This is an optimization exercise on Yosys and OpenROAD, whose aim is small area, a short achievable clock period and few clock cycles per item, not a production implementation. At most, simulation tests tie the RTL to the original design; equivalence was not proved. Power figures rest on the tool's default switching activity, not on a simulated workload.

==> flow/design.v (excerpt) <==
module cordic_multiply #(
    parameter WL = 16,
    parameter FL = 14,
    parameter N_ITER = 15
)(
    input  wire                 clk,
    input  wire                 rst_n,
    input  wire                 start,
    input  wire signed [WL-1:0] in1,
    input  wire signed [WL-1:0] in2,
    output wire signed [WL-1:0] out,
    output reg                  done
);
==> flow/config.mk <==
export PLATFORM = sky130hd
export DESIGN_NAME = cordic_multiply
export DESIGN_NICKNAME = cordic_multiply
export VERILOG_FILES = /design/flow/design.v
export SDC_FILE = /design/flow/constraint.sdc
export NUM_CORES = 4
export LEC_CHECK = 0
export CAP_MARGIN = 20
export CORE_MARGIN = 2
export CORE_UTILIZATION = 40
export CTS_BUF_LIST = sky130_fd_sc_hd__clkbuf_4
export SLEW_MARGIN = 20
export SYNTH_HIERARCHICAL = 1
export SYNTH_MINIMUM_KEEP_SIZE = 0
==> flow/constraint.sdc <==
create_clock -name core_clock -period 7.0 [get_ports {clk}]
set_input_delay 1.4000 -clock core_clock [delete_from_list [all_inputs] [get_ports {clk}]]
set_output_delay 1.4000 -clock core_clock [all_outputs]
set_load 0.01 [all_outputs]
standard.sh (not shown) runs the stock make flow with config.mk's settings and CLKGATE_MAP_FILE= SYNTH_SCRIPT=/design/flow/synth_recipe.tcl, a recipe that flattens the netlist after the stock synthesis.
==> flow/flow/run.sh <==
#!/bin/bash
# Layout flow: the standard flow (standard.sh, unchanged synthesis and
# steps), except that the port buffers are the platform's smallest buffer
# (buf_1) instead of the default pick; repair_design still resizes them where
# a load needs it.  The full output goes to standard.log in this folder.
set -euo pipefail
export BUFFER_PORTS_ARGS="-buffer_cell sky130_fd_sc_hd__buf_2"
bash standard.sh > standard.log 2>&1
==> next run, changes <==
--- a/flow/flow/run.sh
+++ b/flow/flow/run.sh
@@ -7 +7 @@
-export BUFFER_PORTS_ARGS="-buffer_cell sky130_fd_sc_hd__buf_2"
+export BUFFER_PORTS_ARGS="-buffer_cell sky130_fd_sc_hd__buf_1"
SETUP_SLACK_MARGIN = 4.0   (was default)
After rerunning:
- clock power is lower by 29%
- core utilization increases by 8.5 points
- total power rises by 21%
- via count climbs by 4.1%
- global-route usage goes up by 0.66 points
- setup slack gets better by 0.36 ns
==> next run, changes <==
SETUP_SLACK_MARGIN = 2.5   (was 4.0)
Outcome: The changed run passed the timing, design-rule and antenna checks. Via count went down by 4.1%. Worst setup slack loses 0.26 ns. Power went down by 19%. Die area is unchanged. Worst hold slack loses 0.0041 ns. Sequential power went down by about 5%. Clock power went up by 37%. Synthesized area does not change. Maximum frequency went down by 5.8%. Combinational power went down by 24%.
No run of this note included a check of the RTL's function; only the layout flow was run.

* * *

the previous run:
Another version of the RTL of cordic_multiply (not shown whole).
Size: about 420 cells after synthesis, roughly 30 flip-flops, roughly 52 I/O pins, about 4500 um2 of cells after synthesis.
export LEC_CHECK = 0
export CAP_MARGIN = 20
export CORE_MARGIN = 2
export CORE_UTILIZATION = 40
export CTS_BUF_LIST = sky130_fd_sc_hd__clkbuf_4
export SETUP_SLACK_MARGIN = 2.5
export SLEW_MARGIN = 20
export SYNTH_HIERARCHICAL = 1
export SYNTH_MINIMUM_KEEP_SIZE = 0
create_clock -name core_clock -period 7.0 [get_ports {clk}]
==> flow/flow/run.sh <==
#!/bin/bash
# Layout flow: the standard flow (standard.sh, unchanged synthesis and
# steps), except that
#  - the port buffers are the platform's smallest buffer (buf_1) instead of
#    the default pick; repair_design still resizes them where a load needs it;
#  - clock tree synthesis clusters all sinks under one leaf level and adds no
#    dummy loads.
# The full output goes to standard.log in this folder.
set -euo pipefail
export BUFFER_PORTS_ARGS="-buffer_cell sky130_fd_sc_hd__buf_1"
export CTS_ARGS="-sink_clustering_enable -repair_clock_nets -buf_list sky130_fd_sc_hd__clkbuf_4 -sink_clustering_size 16 -dont_use_dummy_load"
bash standard.sh > standard.log 2>&1
Testbench counts of the previous run, summed over its fixed seeds: cycles 1,608, items 1,600.
The inputs of the current run differ from those of the previous run as listed below.
==> flow/flow/run.sh <==
#!/bin/bash
# Layout flow: the standard flow (standard.sh, unchanged synthesis and
# steps), except that the port buffers are the platform's smallest buffer
# (buf_1) instead of the default pick; repair_design still resizes them where
# a load needs it.  The full output goes to standard.log in this folder.
set -euo pipefail
export BUFFER_PORTS_ARGS="-buffer_cell sky130_fd_sc_hd__buf_1"
bash standard.sh > standard.log 2>&1
--- outcome ---
The current run: all stages complete, timing, DRC and antenna checks passed. No stage failed in the previous run, and the final checks on the layout all came back clean. Going from the previous run to the current run, the maximum vdd ir drop was found to have gone up by about 0.36%. The current run gives less part of the total power dissipated in combinational logic than the previous run did. On average detailed-routed wire length per instance, the current run tracks the previous run almost exactly. When the current run is measured against the previous run, its area of all placed cells without fillers turns out 0.33% higher. The previous run -> the current run: required time of the critical path flat.

* * *

Setup of red:
cordic_multiply, a different RTL version from the one above (not shown whole).
Size in the first run: ~430 cells after synthesis, about 36 flip-flops.
// cordic_multiply
module cordic_multiply #(
    parameter WL = 16,
    parameter FL = 14,
    parameter N_ITER = 15
)(
    input  wire                 clk,
    input  wire                 rst_n,
    input  wire                 start,
    input  wire signed [WL-1:0] in1,
    input  wire signed [WL-1:0] in2,
    output wire signed [WL-1:0] out,
    output reg                  done
);
==> flow/config.mk <==
export PLATFORM = sky130hd
export DESIGN_NAME = cordic_multiply
export DESIGN_NICKNAME = cordic_multiply
export VERILOG_FILES = /design/flow/design.v
export SDC_FILE = /design/flow/constraint.sdc
export NUM_CORES = 4
export LEC_CHECK = 0
export CAP_MARGIN = 20
export CORE_MARGIN = 2
export CORE_UTILIZATION = 40
export CTS_BUF_LIST = sky130_fd_sc_hd__clkbuf_4
export PLACE_DENSITY = 0.75
export SETUP_SLACK_MARGIN = 3.0
export SLEW_MARGIN = 20
export SYNTH_HIERARCHICAL = 1
export SYNTH_MINIMUM_KEEP_SIZE = 0
==> flow/constraint.sdc <==
create_clock -name core_clock -period 7.0 [get_ports {clk}]
set_input_delay 1.4000 -clock core_clock [delete_from_list [all_inputs] [get_ports {clk}]]
set_output_delay 1.4000 -clock core_clock [all_outputs]
set_load 0.01 [all_outputs]
==> flow/flow/run.sh <==
#!/bin/bash
# Layout flow: the standard flow (standard.sh, unchanged synthesis and
# steps), except that the port buffers are the platform's smallest buffer
# (buf_1) instead of the default pick; repair_design still resizes them where
# a load needs it.  The full output goes to standard.log in this folder.
set -euo pipefail
export BUFFER_PORTS_ARGS="-buffer_cell sky130_fd_sc_hd__buf_1"
bash standard.sh > standard.log 2>&1
Testbench counts of red, summed over its fixed seeds: cycles 1,608, items 1,600.
#### Input delta (blue over red)
- swapping 3.0 for 2.9 in SETUP_SLACK_MARGIN
- swapping 0.75 for 0.85 in PLACE_DENSITY
Findings:
blue leaves less setup margin than red. Sort red and blue by share of the clock period used by the worst path after layout, descending, and blue comes first. Relative to red, global-route wire length before repair has gone down in blue. In the metrics for red and blue, the one carrying the lower layout-stage area growth over the synthesis result is blue. Taking red as the reference, in blue clock-cell share of area went down 0.56 points; number of gates resized after CTS dropped 16; cell count went up 0.65%.
--- input diff blue..green ---
- changing SETUP_SLACK_MARGIN from 2.9 to 3.5
- removing PLACE_DENSITY (formerly 0.85)
blue -> green: register cell area after layout increased slightly. Reported for blue and green, number of buffers inserted by port buffering turned out identical to the last digit. Taking blue over green, the peak ir drop on the vdd network ratio works out to 0.852. Delta (green minus blue): part of the total power dissipated in the clock network decreased by 0.7 points relative to the old numbers; total power increased by 24% relative to the old numbers; wire length reported by the detailed router increased by 1300 µm relative to the old numbers; final count of pins violating max slew closely matched the old numbers; number of instances resized during post-cts repair increased by 120 relative to the old numbers. green vs blue on post-CTS repair timing setup buffer count: green is the higher one. green gives less detailed route wirelength on metal3 than blue did. blue has lower global-route usage than green.

* * *

Starting RTL as in the previous note.
## cordic_multiply
module cordic_multiply #(
    parameter WL = 16,
    parameter FL = 14,
    parameter N_ITER = 15
)(
    input  wire                 clk,
    input  wire                 rst_n,
    input  wire                 start,
    input  wire signed [WL-1:0] in1,
    input  wire signed [WL-1:0] in2,
    output wire signed [WL-1:0] out,
    output reg                  done
);
    reg  [15:1] ya_r, yb_r;
    reg         c0_r, p16_r;
    reg  [8:3] yc_r;
    wire p1 = ~(in1[0]);
    wire p2 = ~(in1[1]);
    wire p3 = ~(in1[2]);
    wire p4 = ~(in1[3]);
    wire p5 = ~(in1[4]);
    wire p6 = ~(in1[5]);
    wire p7 = ~(in1[6]);
    wire p8 = ~(in1[7]);
    wire p9 = ~(in1[8]);
    wire p10 = ~(in1[9]);
    wire p11 = ~(in1[10]);
    wire p12 = ~(in1[11]);
    wire p13 = ~(in1[12]);
    wire p14 = ~(in1[13]);
    wire p15 = ~(in1[14]);
    wire p16 = ~(~(in1[15]));
    wire p17 = ~(in2[15] & ~in1[0]);
    wire p18 = ~(in2[15]);
    wire p19 = ~(in2[14] & in1[1]);
    wire p20 = ~(in2[13] & in1[2]);
    wire p21 = ~(in2[12] & in1[3]);
    wire p22 = ~(in2[11] & in1[4]);
    wire p23 = ~(in2[10] & in1[5]);
    wire p24 = ~(in2[9] & in1[6]);
    wire p25 = ~(in2[8] & in1[7]);
    wire p26 = ~(in2[7] & in1[8]);
    wire p27 = ~(in2[6] & in1[9]);
    wire p28 = ~(in2[5] & in1[10]);
    wire p29 = ~(in2[4] & in1[11]);
    wire p30 = ~(in2[3] & in1[12]);
    wire p31 = ~(in2[2] & in1[13]);
    wire p32 = ~(~(in2[1] & in1[14]));
    wire p33 = ~(in2[15] & ~in1[1]);
    wire p34 = ~(in2[14] & in1[2]);
    wire p35 = ~(in2[13] & in1[3]);
    wire p36 = ~(in2[12] & in1[4]);
    wire p37 = ~(in2[11] & in1[5]);
    wire p38 = ~(in2[10] & in1[6]);
    wire p39 = ~(in2[9] & in1[7]);
    wire p40 = ~(in2[8] & in1[8]);
    wire p41 = ~(in2[7] & in1[9]);
    wire p42 = ~(in2[6] & in1[10]);
    wire p43 = ~(in2[5] & in1[11]);
    wire p44 = ~(in2[4] & in1[12]);
    wire p45 = ~(in2[3] & in1[13]);
    wire p46 = ~(in2[2] & in1[14]);
    wire p47 = ~(~(in2[1] & in1[15]));
    wire p48 = ~(in2[1] & in1[14]);
    wire p49 = ~(in2[15] & ~in1[2]);
    wire p50 = ~(in2[14] & in1[3]);
    wire p51 = ~(in2[13] & in1[4]);
    wire p52 = ~(in2[12] & in1[5]);
  ...
clock: 7.0 ns
lec_check: 0
cap_margin: 20
core_margin: 2
core_utilization: 40
cts_buf_list: sky130_fd_sc_hd__clkbuf_4
setup_slack_margin: 3.3
slew_margin: 20
synth_hierarchical: 1
synth_minimum_keep_size: 0
Scripts as last shown in full above: flow/flow/run.sh
Testbench counts at the start, summed over its fixed seeds: cycles 1,608, items 1,600.
Next try:
CORE_UTILIZATION = 50   (was 40)
SETUP_SLACK_MARGIN = 2.9   (was 3.3)
Non-clock buffer count fell by 16.
Global-route usage rose by 5.0 points.
Wire length fell by 4.8%.
Synthesized cell count is unchanged.
Sequential cell count does not change.
Next try:
CORE_UTILIZATION = 40   (was 50)
SETUP_SLACK_MARGIN = 2.8   (was 2.9)
Outcome:
- cell area came out lower by 0.75%
- sequential power barely changes
- die area rose by 24%
- worst hold slack is worse by 0.011 ns
- global-route usage decreases by 5.2 points
- count of clock-buffer cells in the layout is unchanged
- cell count climbs by 6.0%
- via count increases by 1.1%
- utilization came out lower by 13 points
- maximum frequency fell by 3.3%
- setup slack gets worse by 0.14 ns
Next try:
CAP_MARGIN = 0   (was 20)
SETUP_SLACK_MARGIN = 2.9   (was 2.8)
SLEW_MARGIN = 0   (was 20)
After rerunning:
- The new run finished clean
- die area does not change
- sequential share of layout area is lower by 0.24 points
- worst setup slack improved by 0.17 ns
- utilization increases by 0.98 points
- routed wire length came out higher by 1.5%
- fmax grows by 4.2%
- non-clock buffer count came out higher by 2
- count of clock-buffer cells in the layout does not change
- worst hold slack degrades by 0.012 ns
- clock power goes up by 42%

* * *

## run A
cordic_multiply again, from the RTL that the note above started with.
==> flow/config.mk <==
export PLATFORM = sky130hd
export DESIGN_NAME = cordic_multiply
export DESIGN_NICKNAME = cordic_multiply
export VERILOG_FILES = /design/flow/design.v
export SDC_FILE = /design/flow/constraint.sdc
export NUM_CORES = 4
export LEC_CHECK = 0
export CAP_MARGIN = 20
export CORE_MARGIN = 2
export CORE_UTILIZATION = 40
export CTS_BUF_LIST = sky130_fd_sc_hd__clkbuf_4
export PLACE_DENSITY = 0.7
export SETUP_SLACK_MARGIN = 2.9
export SLEW_MARGIN = 20
export SYNTH_HIERARCHICAL = 1
export SYNTH_MINIMUM_KEEP_SIZE = 0
==> flow/constraint.sdc <==
create_clock -name core_clock -period 7.0 [get_ports {clk}]
set_input_delay 1.4000 -clock core_clock [delete_from_list [all_inputs] [get_ports {clk}]]
set_output_delay 1.4000 -clock core_clock [all_outputs]
set_load 0.01 [all_outputs]
Scripts as last shown in full above: flow/flow/run.sh
Run A completed; timing, DRC and antenna clean
Testbench counts of run A, summed over its fixed seeds: cycles 1,608, items 1,600.
Edits applied to the flow inputs when going from run A to run B:
# run A
export LEC_CHECK = 0
export CAP_MARGIN = 20
export CORE_MARGIN = 2
export CORE_UTILIZATION = 40
export CTS_BUF_LIST = sky130_fd_sc_hd__clkbuf_4
export PLACE_DENSITY = 0.7
export SETUP_SLACK_MARGIN = 2.9
export SLEW_MARGIN = 20
export SYNTH_HIERARCHICAL = 1
export SYNTH_MINIMUM_KEEP_SIZE = 0
create_clock -name core_clock -period 7.0 [get_ports {clk}]
# run B
export LEC_CHECK = 0
export CAP_MARGIN = 20
export CORE_MARGIN = 2
export CORE_UTILIZATION = 40
export CTS_BUF_LIST = sky130_fd_sc_hd__clkbuf_4
export SETUP_SLACK_MARGIN = 2.5
export SLEW_MARGIN = 20
export SYNTH_HIERARCHICAL = 1
export SYNTH_MINIMUM_KEEP_SIZE = 0
create_clock -name core_clock -period 7.0 [get_ports {clk}]
[summary]
Initial antenna violation count across run B and run A: no real change. Diff run B and run A: proportion of power drawn by flip-flops and latches lower in run A. Met3 routed wirelength: run B < run A. [compare] base=run A new=run B: wire length now larger; pin count of the biggest net entering global routing closely matched the old numbers; first-iteration DRC count -15; area fraction of clock buffers and clock inverters comparable. Start point of the critical path = in1[15]: run A; start point of the critical path = in2[14]: run B. Share of layout cells above drive strength 1 delta for run B relative to run A: 7.4 points lower.
## Diff of input files: run C against run B
# run B
export LEC_CHECK = 0
export CAP_MARGIN = 20
export CORE_MARGIN = 2
export CORE_UTILIZATION = 40
export CTS_BUF_LIST = sky130_fd_sc_hd__clkbuf_4
export SETUP_SLACK_MARGIN = 2.5
export SLEW_MARGIN = 20
export SYNTH_HIERARCHICAL = 1
export SYNTH_MINIMUM_KEEP_SIZE = 0
create_clock -name core_clock -period 7.0 [get_ports {clk}]
# run C
export LEC_CHECK = 0
export CAP_MARGIN = 20
export CORE_MARGIN = 2
export CORE_UTILIZATION = 40
export CTS_BUF_LIST = sky130_fd_sc_hd__clkbuf_4
export SETUP_SLACK_MARGIN = 3.2
export SLEW_MARGIN = 20
export SYNTH_HIERARCHICAL = 1
export SYNTH_MINIMUM_KEEP_SIZE = 0
create_clock -name core_clock -period 7.0 [get_ports {clk}]
Findings:
- Number of design-rule violations left by the first detailed-router iteration delta for run C relative to run B: 51 lower
- Clock network fraction of total power (run C over run B): decrease, 2.2 points
- Library cell contributing the largest single delay on the critical path = sky130_fd_sc_hd__fa_2: run C; library cell contributing the largest single delay on the critical path = sky130_fd_sc_hd__buf_1: run B
- Minimum period implied by the final worst setup slack: run C and run B compared, lower one is run C
- Compared with run B, run C shows power drawn by the clock network lower by about 26%.
- Run B has a lower overall power consumption than run C.
- Summary of the comparison: power of the sequential group is higher in run C, relative to run B.
- | count of clock-net buffers in the final layout | lower: run B |
- | worst hold slack | run C vs run B | ≈ equal |
- Run C does better than run B on worst path setup slack after routing.
- Taking run B as the reference point, the area of the multi-input gates of run C rises by about 7%.
[inputs] run D vs run C
# run C
export LEC_CHECK = 0
export CAP_MARGIN = 20
export CORE_MARGIN = 2
export CORE_UTILIZATION = 40
export CTS_BUF_LIST = sky130_fd_sc_hd__clkbuf_4
export SETUP_SLACK_MARGIN = 3.2
export SLEW_MARGIN = 20
export SYNTH_HIERARCHICAL = 1
export SYNTH_MINIMUM_KEEP_SIZE = 0
create_clock -name core_clock -period 7.0 [get_ports {clk}]
# run D
export LEC_CHECK = 0
export ABC_CLOCK_PERIOD_IN_PS = 3000
export CAP_MARGIN = 20
export CORE_MARGIN = 2
export CORE_UTILIZATION = 40
export CTS_BUF_LIST = sky130_fd_sc_hd__clkbuf_4
export PLACE_DENSITY = 0.75
export SETUP_SLACK_MARGIN = 2.9
export SLEW_MARGIN = 20
export SYNTH_HIERARCHICAL = 1
export SYNTH_MINIMUM_KEEP_SIZE = 0
create_clock -name core_clock -period 7.0 [get_ports {clk}]
Run D has completed all stages; timing, DRC and antenna checks passed. Sort run C and run D by global-route usage asc -> top: run D. Count of clock-buffer cells in the layout: run D vs run C down 1. Re top fanout value on the critical path: run D is 4 up on run C. Combinational share of power delta for run D relative to run C: 2.6 points lower. Comparing run C and run D, register area is higher on run C.

port drivers added, routing unchanged:
Ports are ideal in the flow. The routed layouts listed here were re-timed in OpenROAD.
Step 1: set_driving_cell puts a clkbuf_16 on clk and a buf_2 on each other input, an assumption about the parent block.
Step 2 times the ports against the registers' clock, not the clock port: input delays grow and output delays shrink by t, the midpoint of the rising clock arrivals with the driver on.
Slacks: ideal / step 1 / step 2; pairs: ideal / step 1.
| run | t, ns | slack for setup (ns) | latest minus earliest clock arrival (ns) | worst register clock-pin slew, ns | cell pins on the clock port's net |
|---|---|---|---|---|---|
| the first run of note 1 | 0.352 | 2.446 / 2.413 / 2.061 | 0.004 / 0.004 | 0.09 / 0.09 | 1 |
| the second run of note 1 | 0.333 | 2.808 / 2.744 / 2.411 | 0.003 / 0.003 | 0.09 / 0.09 | 1 |
| the third run of note 1 | 0.340 | 2.552 / 2.544 / 2.204 | 0.011 / 0.010 | 0.09 / 0.09 | 1 |
| the previous run | 0.323 | 2.555 / 2.556 / 2.233 | 0.019 / 0.020 | 0.09 / 0.09 | 1 |
| the current run | 0.331 | 2.592 / 2.593 / 2.262 | 0.008 / 0.007 | 0.09 / 0.09 | 1 |
| red | 0.353 | 3.008 / 2.984 / 2.701 | 0.013 / 0.014 | 0.10 / 0.10 | 1 |
| blue | 0.352 | 2.976 / 2.954 / 2.610 | 0.017 / 0.017 | 0.11 / 0.11 | 1 |
| green | 0.344 | 3.075 / 3.051 / 2.833 | 0.016 / 0.016 | 0.10 / 0.10 | 1 |
| the first run of note 4 | 0.358 | 3.024 / 2.997 / 2.895 | 0.011 / 0.011 | 0.11 / 0.11 | 1 |
| the second run of note 4 | 0.347 | 2.978 / 2.981 / 2.634 | 0.009 / 0.008 | 0.10 / 0.10 | 1 |
| the third run of note 4 | 0.344 | 2.839 / 2.837 / 2.493 | 0.014 / 0.014 | 0.11 / 0.11 | 1 |
| the fourth run of note 4 | 0.352 | 3.008 / 2.991 / 2.659 | 0.016 / 0.017 | 0.11 / 0.11 | 1 |
| run A | 0.357 | 2.954 / 2.956 / 2.599 | 0.010 / 0.010 | 0.10 / 0.10 | 1 |
| run B | 0.355 | 2.602 / 2.603 / 2.248 | 0.009 / 0.008 | 0.10 / 0.10 | 1 |
| run C | 0.351 | 3.042 / 3.015 / 2.858 | 0.016 / 0.016 | 0.11 / 0.11 | 1 |
| run D | 0.338 | 2.968 / 2.966 / 2.628 | 0.012 / 0.012 | 0.10 / 0.10 | 1 |
After both steps setup and hold are still met in every run listed. The setup slack of the second run of note 1, which loses most, moves by -0.064 ns with the drivers and by -0.397 ns with both steps.
